This design comes from an exercise in tuning for small area, a short achievable clock period and few clock cycles on the open sky130 flow, not from production work. Where RTL was checked, it was by simulation tests only, not by an equivalence proof against the original.

Design EUCLIDs_GCD, start of the top module:
module EUCLIDs_GCD #(parameter N = 32)(
    input [N-1:0] a,
    input [N-1:0] b,
    input clk,
    input rst,
    input start,
    output [N-1:0] out,
    output reg done
);
==> module EUCLIDs_GCD, before the edit <==
module EUCLIDs_GCD #(parameter N = 32)(
    input [N-1:0] a,
    input [N-1:0] b,
    input clk,
    input rst,
    input start,
    output [N-1:0] out,
    output reg done
);
    reg [N-1:0] u, v;
    reg [4:0] k;
    reg run, fin;
    assign out = u;
    wire ue    = ~u[0];
    wire ve    = ~v[0];
    wire strip = ue & ve;            
    wire swp0  = ue & ~ve;           
    wire [N-1:0] x = swp0 ? {N{1'b0}} : v;
    wire [N-1:0] y = ve   ? {N{1'b0}} : u;
    wire [N-1:0] p = x ^ ~y;
    wire [N-1:0] g = x & ~y;
    localparam L = $clog2(N);
    wire [N-1:0] gl [0:L];
    wire [N-1:0] pl [0:L];
    assign gl[0] = g;
    assign pl[0] = p;
    genvar lv, i;
    generate for (lv = 0; lv < L; lv = lv + 1) begin : lvl
        for (i = 0; i < N; i = i + 1) begin : bt
            if ((i >> lv) & 1) begin : op
                assign gl[lv+1][i] = gl[lv][i] | (pl[lv][i] & gl[lv][((i >> lv) << lv) - 1]);
                assign pl[lv+1][i] = pl[lv][i] & pl[lv][((i >> lv) << lv) - 1];
            end else begin : pass
                assign gl[lv+1][i] = gl[lv][i];
                assign pl[lv+1][i] = pl[lv][i];
            end
        end
    end endgenerate
    wire [N-1:0] G = gl[L];
    wire [N-1:0] P = pl[L];
    wire [N:0] c1 = {G | P, 1'b1};
    wire [N:0] c0 = {G, 1'b0};
    wire neg = ~c1[N];
    wire term = P[N-1] & ~swp0;
    wire [N-1:0] dp = p ^ c1[N-1:0];         
    wire [N-1:0] dn = ~(p ^ c0[N-1:0]);      
    wire [3:0] z = x[4:1] ^ y[4:1];
    wire s1 = strip | z[0];
    wire s2 = ~s1 & z[1];
    wire s3 = ~s1 & ~z[1] & z[2];
    wire s4 = ~s1 & ~z[1] & ~z[2];
    function [N-1:0] shr;
        input [N-1:0] m;
        input t1, t2, t3, t4;
        shr = ({N{t1}} & {1'b0, m[N-1:1]}) | ({N{t2}} & {2'b0, m[N-1:2]}) |
              ({N{t3}} & {3'b0, m[N-1:3]}) | ({N{t4}} & {4'b0, m[N-1:4]});
    endfunction
    wire [N-1:0] vp = shr(dp, s1, s2, s3, s4);
    wire [N-1:0] vq = shr(dn, s1, s2, s3, s4);
    wire [N-1:0] vn = neg ? vq : vp;
    wire fin_now = (run & term) | fin;
    wire k_low = (k[4:1] == 4'd0);
    always @(posedge clk or posedge rst) begin
        if (rst) begin
            run  <= 1'b0;
            fin  <= 1'b0;
            done <= 1'b0;
        end else begin
            done <= 1'b0;
            if (fin_now) begin
                run <= 1'b0;
                fin <= ~k_low;
                done <= k_low;
            end else if (!run) begin
                run <= start;
            end
        end
    end
    always @(posedge clk) begin
        v <= (run | fin) ? vn : b;
        if (fin_now) begin
            if (k != 5'd0) begin
                u <= {u[N-2:0], 1'b0};
                k <= k - 5'd1;
            end
        end else if (run) begin
            if (neg | swp0)
                u <= v;
            else if (strip)
                u <= {1'b0, u[N-1:1]};
            if (strip)
                k <= k + 5'd1;
        end else begin
            u <= a;
            k <= 5'd0;
        end
    end
endmodule
Settings: LEC_CHECK=0, CAP_MARGIN=20, CORE_MARGIN=2, CORE_UTILIZATION=40, SETUP_SLACK_MARGIN=2.0, SLEW_MARGIN=20; clock period 6.0 ns.
run.sh (not shown) runs the stock make flow with config.mk's settings and CLKGATE_MAP_FILE= SYNTH_SCRIPT=/design/flow/synth_recipe.tcl, a recipe that flattens the netlist after the stock synthesis.
Rerun with:
==> flow/design.v (replaced) <==
`timescale 1ns / 1ps
module EUCLIDs_GCD #(parameter N = 32)(
    input [N-1:0] a,
    input [N-1:0] b,
    input clk,
    input rst,
    input start,
    output [N-1:0] out,
    output reg done
);
    localparam W = N + 1;
    reg [N-1:0] u;
    reg [W-1:0] v;
    reg [4:0] k;
    reg run, fin;
    assign out = u;
    wire sv    = v[W-1];
    wire ue    = ~u[0];
    wire ve    = ~v[0];
    wire strip = ue & ve;            
    wire swp0  = ue & ~ve;           
    wire [W-1:0] x  = swp0 ? {W{1'b0}} : v;
    wire [W-1:0] ye = ve ? {W{1'b1}} : sv ? {1'b0, u[N-1:1], 1'b0} : ~{1'b0, u};
    wire [W-1:0] p = x ^ ye;
    wire [W-1:0] g = x & ye;
    localparam L = $clog2(N);
    wire [N-1:0] gl [0:L];
    wire [N-1:0] pl [0:L];
    assign gl[0] = g[N-1:0];
    assign pl[0] = p[N-1:0];
    genvar lv, i;
    generate for (lv = 0; lv < L; lv = lv + 1) begin : lvl
        for (i = 0; i < N; i = i + 1) begin : bt
            if ((i >> lv) & 1) begin : op
                assign gl[lv+1][i] = gl[lv][i] | (pl[lv][i] & gl[lv][((i >> lv) << lv) - 1]);
                assign pl[lv+1][i] = pl[lv][i] & pl[lv][((i >> lv) << lv) - 1];
            end else begin : pass
                assign gl[lv+1][i] = gl[lv][i];
                assign pl[lv+1][i] = pl[lv][i];
            end
        end
    end endgenerate
    wire [N-1:0] G = gl[L];
    wire [N-1:0] P = pl[L];
    wire [W-1:0] c = {G | P, 1'b1};      
    wire [W-1:0] w = p ^ c;
    wire term = P[N-1] & p[N] & ~swp0;
    wire swap = (w[W-1] ^ sv) | swp0;
    wire s1 = strip | ~p[1];
    wire s2 = ~s1 & ~p[2];
    wire s3 = ~s1 & p[2];
    wire [W-1:0] vn = ({W{s1}} & {{1{w[W-1]}}, w[W-1:1]}) | ({W{s2}} & {{2{w[W-1]}}, w[W-1:2]}) |
                      ({W{s3}} & {{3{w[W-1]}}, w[W-1:3]});
    wire [N-1:0] va = {v[N-1:1] ^ {(N-1){sv}}, 1'b1};
    wire fin_now = (run & term) | fin;
    wire k_low = (k[4:1] == 4'd0);
    always @(posedge clk or posedge rst) begin
        if (rst) begin
            run  <= 1'b0;
            fin  <= 1'b0;
            done <= 1'b0;
        end else begin
            done <= 1'b0;
            if (fin_now) begin
                run <= 1'b0;
                fin <= ~k_low;
                done <= k_low;
            end else if (!run) begin
                run <= start;
            end
        end
    end
    always @(posedge clk) begin
        v <= (run | fin) ? vn : {1'b0, b};
        if (fin_now) begin
            if (k != 5'd0) begin
                u <= {u[N-2:0], 1'b0};
                k <= k - 5'd1;
            end
        end else if (run) begin
            if (swap)
                u <= va;
            else if (strip)
                u <= {1'b0, u[N-1:1]};
            if (strip)
                k <= k + 5'd1;
        end else begin
            u <= a;
            k <= 5'd0;
        end
    end
endmodule
After rerunning: Wire length goes down by 32%; via count is lower by 25%; cell count goes down by 17%; worst setup slack is better by 0.15 ns; non-clock buffer count came out lower by 26; design area fell by 18%; die area is lower by 16%; core utilization goes down by 1.5 points; synthesized cell count goes down by 17%.
No run of this note included a check of the RTL's function; only the layout flow was run.

---

Another version of the RTL of EUCLIDs_GCD (not shown whole).
Size in the first run: roughly 830 cells after synthesis, roughly 72 flip-flops.
==> module EUCLIDs_GCD, before the edit <==
module EUCLIDs_GCD #(parameter N = 32)(
    input [N-1:0] a,
    input [N-1:0] b,
    input clk,
    input rst,
    input start,
    output [N-1:0] out,
    output done
);
    localparam W = N + 1;
    reg [N-1:0] u;
    reg [W-1:0] v;
    reg [4:0] k;
    reg run, fin;
    assign out = u;
    wire ue    = ~u[0];
    wire ve    = ~v[0];
    wire sv    = v[W-1];
    wire strip = ue & ve;            
    wire swp0  = ue & ~ve;           
    wire [W-1:1] x  = swp0 ? {N{1'b0}} : v[W-1:1];
    wire [W-1:1] ye = ve ? {N{1'b1}} : sv ? {1'b0, u[N-1:1]} : ~{1'b0, u[N-1:1]};
    wire [N-1:0] p = x ^ ye;         
    wire [N-1:0] g = x & ye;
    localparam L = 5;                
    wire [N-1:0] gl [0:L];
    wire [N-1:0] pl [0:L];
    assign gl[0] = g;
    assign pl[0] = p;
    genvar lv, i;
    generate for (lv = 0; lv < L; lv = lv + 1) begin : lvl
        for (i = 0; i < N; i = i + 1) begin : bt
            if ((i >> lv) & 1) begin : op
                assign gl[lv+1][i] = gl[lv][i] | (pl[lv][i] & gl[lv][((i >> lv) << lv) - 1]);
                assign pl[lv+1][i] = pl[lv][i] & pl[lv][((i >> lv) << lv) - 1];
            end else begin : pass
                assign gl[lv+1][i] = gl[lv][i];
                assign pl[lv+1][i] = pl[lv][i];
            end
        end
    end endgenerate
    wire [N-1:0] G = gl[L];
    wire [N-1:0] P = pl[L];
    wire [N-1:0] c = {G[N-2:0] | P[N-2:0], 1'b1};    
    wire [W-1:1] w = p ^ c;                          
    wire term = P[N-1] & ~swp0;
    wire swap = (w[W-1] ^ sv) | swp0;
    wire s1 = strip | ~p[0];
    wire s2 = ~s1 & ~p[1];
    wire s3 = ~s1 & p[1];
    wire [W-1:0] vn = ({W{s1}} & {{1{w[W-1]}}, w[W-1:1]}) | ({W{s2}} & {{2{w[W-1]}}, w[W-1:2]}) |
                      ({W{s3}} & {{3{w[W-1]}}, w[W-1:3]});
    wire vn0 = strip ? ~p[0] : ~(p[0] & p[1] & p[2]);
    wire [N-1:0] va = {v[N-1:1] ^ {(N-1){sv}}, 1'b1};
    wire k0   = (k == 5'd0);
    wire fin_now = (run & term) | fin;
    assign done = fin_now & k0;
    wire ld   = ~(run | fin) | done;    
    always @(posedge clk or posedge rst) begin
        if (rst) begin
            run  <= 1'b0;
            fin  <= 1'b0;
        end else if (ld) begin
            run <= start;
            fin <= 1'b0;
        end else if (fin_now) begin
            run <= 1'b0;
            fin <= 1'b1;
        end
    end
    always @(posedge clk) begin
        v <= ld ? {1'b0, b} : vn;
        if (ld) begin
            u <= a;
            k <= 5'd0;
        end else if (fin_now) begin
            u <= {u[N-2:0], 1'b0};
            k <= k - 5'd1;
        end else begin
            if (swap) begin
                u <= va;
            end else if (strip) begin
                u <= {1'b0, u[N-1:1]};
            end
            if (strip)
                k <= k + 5'd1;
        end
    end
endmodule
Settings: LEC_CHECK=0, CAP_MARGIN=20, CORE_MARGIN=2, CORE_UTILIZATION=40, SETUP_SLACK_MARGIN=2.0, SLEW_MARGIN=20; clock period 6.0 ns.
standard.sh (not shown) runs the stock make flow with config.mk's settings and CLKGATE_MAP_FILE= SYNTH_SCRIPT=/design/flow/synth_recipe.tcl, a recipe that flattens the netlist after the stock synthesis.
==> flow/flow/run.sh <==
#!/bin/bash
set -euo pipefail
export BUFFER_PORTS_ARGS="-buffer_cell sky130_fd_sc_hd__buf_1"
bash standard.sh finish > standard.log 2>&1
Next try:
--- a/flow/design.v
+++ b/flow/design.v
@@ -3,13 +3,13 @@
     input [N-1:0] a,
     input [N-1:0] b,
     input clk,
     input rst,
     input start,
     output [N-1:0] out,
-    output done
+    output reg done
 );
     localparam W = N + 1;
     reg [N-1:0] u;
     reg [W-1:0] v;
     reg [4:0] k;
     reg run, fin;
@@ -45,46 +45,51 @@
     wire [N-1:0] c = {G[N-2:0] | P[N-2:0], 1'b1};    
     wire [W-1:1] w = p ^ c;                          
     wire term = P[N-1] & ~swp0;
     wire swap = (w[W-1] ^ sv) | swp0;
     wire s1 = strip | ~p[0];
     wire s2 = ~s1 & ~p[1];
-    wire s3 = ~s1 & p[1];
+    wire s3 = ~s1 & p[1] & ~p[2];
+    wire s4 = ~s1 & p[1] & p[2];
     wire [W-1:0] vn = ({W{s1}} & {{1{w[W-1]}}, w[W-1:1]}) | ({W{s2}} & {{2{w[W-1]}}, w[W-1:2]}) |
-                      ({W{s3}} & {{3{w[W-1]}}, w[W-1:3]});
-    wire vn0 = strip ? ~p[0] : ~(p[0] & p[1] & p[2]);
+                      ({W{s3}} & {{3{w[W-1]}}, w[W-1:3]}) | ({W{s4}} & {{4{w[W-1]}}, w[W-1:4]});
+    wire vn0 = strip ? ~p[0] : ~(p[0] & p[1] & p[2] & p[3]);
     wire [N-1:0] va = {v[N-1:1] ^ {(N-1){sv}}, 1'b1};
-    wire k0   = (k == 5'd0);
     wire fin_now = (run & term) | fin;
-    assign done = fin_now & k0;
-    wire ld   = ~(run | fin) | done;    
+    wire k_low = (k[4:1] == 4'd0);
     always @(posedge clk or posedge rst) begin
         if (rst) begin
             run  <= 1'b0;
             fin  <= 1'b0;
-        end else if (ld) begin
-            run <= start;
-            fin <= 1'b0;
-        end else if (fin_now) begin
-            run <= 1'b0;
-            fin <= 1'b1;
+            done <= 1'b0;
+        end else begin
+            done <= 1'b0;
+            if (fin_now) begin
+                run <= 1'b0;
+                fin <= ~k_low;
+                done <= k_low;
+            end else if (!run) begin
+                run <= start;
+            end
         end
     end
     always @(posedge clk) begin
-        v <= ld ? {1'b0, b} : vn;
-        if (ld) begin
-            u <= a;
-            k <= 5'd0;
-        end else if (fin_now) begin
-            u <= {u[N-2:0], 1'b0};
-            k <= k - 5'd1;
-        end else begin
+        v <= (run | fin) ? vn : {1'b0, b};
+        if (fin_now) begin
+            if (k != 5'd0) begin
+                u <= {u[N-2:0], 1'b0};
+                k <= k - 5'd1;
+            end
+        end else if (run) begin
             if (swap) begin
                 u <= va;
             end else if (strip) begin
                 u <= {1'b0, u[N-1:1]};
             end
             if (strip)
                 k <= k + 5'd1;
+        end else begin
+            u <= a;
+            k <= 5'd0;
         end
     end
 endmodule
What happened:
- The new run completed with no timing, DRC or antenna violations
- via count drops by 7.7%
- cell count decreases by 5.5%
- first-iteration DRC count shrinks by 7.5%
- cell area shrinks by 10%
- die area decreases by 1.6%
- flip-flop and latch count goes up by 1
- clock skew shrinks by 0.0065 ns
- setup slack gets better by 0.27 ns
- global-route usage falls by 1.4 points
- area after synthesis is lower by 1.7%
Testbench counts after the change, summed over its fixed seeds: cycles 40,805.
Only the layout flow was run in the first run of this note; the RTL was not checked for function there.

---

Setup of run 3:
EUCLIDs_GCD, a different RTL version from the one above (not shown whole).
Size in the first run: about 800 cells after synthesis, roughly 72 flip-flops, about 100 I/O pins, ~0.0070 sq mm of cells after synthesis.
==> module EUCLIDs_GCD, before the edit <==
module EUCLIDs_GCD #(parameter N = 32)(
    input [N-1:0] a,
    input [N-1:0] b,
    input clk,
    input rst,
    input start,
    output [N-1:0] out,
    output reg done
);
    reg [N-1:0] u, v;
    reg [4:0] k;
    reg run, fin;
    assign out = u;
    wire term  = (v == 0);
    wire ue    = ~u[0];
    wire ve    = ~v[0];
    wire strip = ue & ve;
    wire swp0  = ue & ~ve;           
    wire [N-1:0] x = swp0 ? {N{1'b0}} : v;
    wire [N-1:0] y = ve   ? {N{1'b0}} : u;
    wire [N-1:0] p = x ^ ~y;
    wire [N-1:0] g = x & ~y;
    wire [N-1:0] G, P;
    localparam L = $clog2(N);
    wire [N-1:0] gl [0:L];
    wire [N-1:0] pl [0:L];
    assign gl[0] = g;
    assign pl[0] = p;
    genvar lv, i;
    generate for (lv = 0; lv < L; lv = lv + 1) begin : lvl
        for (i = 0; i < N; i = i + 1) begin : bit_
            if ((i >> lv) & 1) begin : op
                assign gl[lv+1][i] = gl[lv][i] | (pl[lv][i] & gl[lv][((i >> lv) << lv) - 1]);
                assign pl[lv+1][i] = pl[lv][i] & pl[lv][((i >> lv) << lv) - 1];
            end else begin : pass
                assign gl[lv+1][i] = gl[lv][i];
                assign pl[lv+1][i] = pl[lv][i];
            end
        end
    end endgenerate
    assign G = gl[L];
    assign P = pl[L];
    wire [N:0] c1 = {G | P, 1'b1};
    wire [N:0] c0 = {G, 1'b0};
    wire neg = ~c1[N];
    wire [N-1:0] m = neg ? ~(p ^ c0[N-1:0]) : (p ^ c1[N-1:0]);
    wire [2:0]   z  = x[3:1] ^ y[3:1];
    wire [N-1:0] vn = (strip | z[0]) ? {1'b0, m[N-1:1]} :
                      z[1]           ? {2'b0, m[N-1:2]} :
                                       {3'b0, m[N-1:3]};
    wire fin_now = (run & term) | fin;
    wire k_low = (k[4:1] == 4'd0);
    always @(posedge clk or posedge rst) begin
        if (rst) begin
            run  <= 1'b0;
            fin  <= 1'b0;
            done <= 1'b0;
        end else begin
            done <= 1'b0;
            if (fin_now) begin
                run <= 1'b0;
                fin <= ~k_low;
                done <= k_low;
            end else if (!run) begin
                run <= start;
            end
        end
    end
    always @(posedge clk) begin
        if (fin_now) begin
            if (k != 5'd0) begin
                u <= {u[N-2:0], 1'b0};
                k <= k - 5'd1;
            end
        end else if (run) begin
            v <= vn;
            if (neg | swp0)
                u <= v;
            else if (strip)
                u <= {1'b0, u[N-1:1]};
            if (strip)
                k <= k + 5'd1;
        end else begin
            u <= a;
            v <= b;
            k <= 5'd0;
        end
    end
endmodule
clock: 6.0 ns
lec_check: 0
cap_margin: 20
core_margin: 2
core_utilization: 40
setup_slack_margin: 2.5
slew_margin: 20
run.sh (not shown) runs the stock make flow with config.mk's settings and CLKGATE_MAP_FILE= SYNTH_SCRIPT=/design/flow/synth_recipe.tcl, a recipe that flattens the netlist after the stock synthesis.
Stock flow here: none of the scripts above is used.
[inputs] run 1 vs run 3
--- a/flow/design.v
+++ b/flow/design.v
@@ -12,7 +12,7 @@
     reg [4:0] k;
     reg run, fin;
     assign out = u;
-    wire term  = (v == 0);
+    wire term  = (v == 0) || (u == v);
     wire ue    = ~u[0];
     wire ve    = ~v[0];
     wire strip = ue & ve;
--- outcome ---
Total area of multi-input combinational cells, run 3 and run 1: smaller value in run 3. Run 1 vs run 3: cell area after technology mapping up by a little under 10%. On via density per instance, run 1 tracks run 3 almost exactly. For share of async-settable or async-resettable flops after synthesis, run 3 and run 1 come out practically identical. Run 3 → run 1: multiplexer share of the synthesized area lower, post-synthesis share of cell area spent on and, or, nand and nor gates rose 4.9 points, maximum fanout along the worst path climbed 1, number of multi-input combinational cells in the layout saw an increase. Run 3 vs run 1, beginning of the critical path: u[0] vs v[0]. Diff run 3 -> run 1: maximum frequency now smaller; share of the synthesized area in compound gates (AO/OA/AOI/OAI) moved down. Run 1 — largest net degree at the start of global routing 20 higher, run 3 as reference.
No functional check of the RTL was part of any run of this note.

## static timing again, ports no longer ideal
The results above use ideal ports. As a check the final layouts listed here were re-extracted and re-timed, cells and wires unchanged. Step 1, drivers: a clkbuf_16 drives clk and a buf_2 each remaining input, both assumed. Step 2, shift: input delay + t, output delay - t, t = (earliest + latest rising clock arrival at the registers) / 2. This alone moves slack from input paths to output paths. Slacks: ideal ports / drivers / drivers and shift; pairs: ideal ports / drivers.
run	t, ns	setup WS [ns]	worst data-port slew with drivers (ns)
the first run of note 1	0.400	2.041 / 2.041 / 2.041	0.05
the second run of note 1	0.390	2.189 / 2.189 / 2.189	0.04
the first run of note 2	0.396	1.935 / 1.891 / 2.036	0.04
the second run of note 2	0.379	2.205 / 2.205 / 2.205	0.04
run 3	0.380	2.118 / 2.118 / 2.118	0.04
run 1	0.389	2.044 / 2.044 / 2.044	0.05
After both steps every run listed still meets setup and hold.
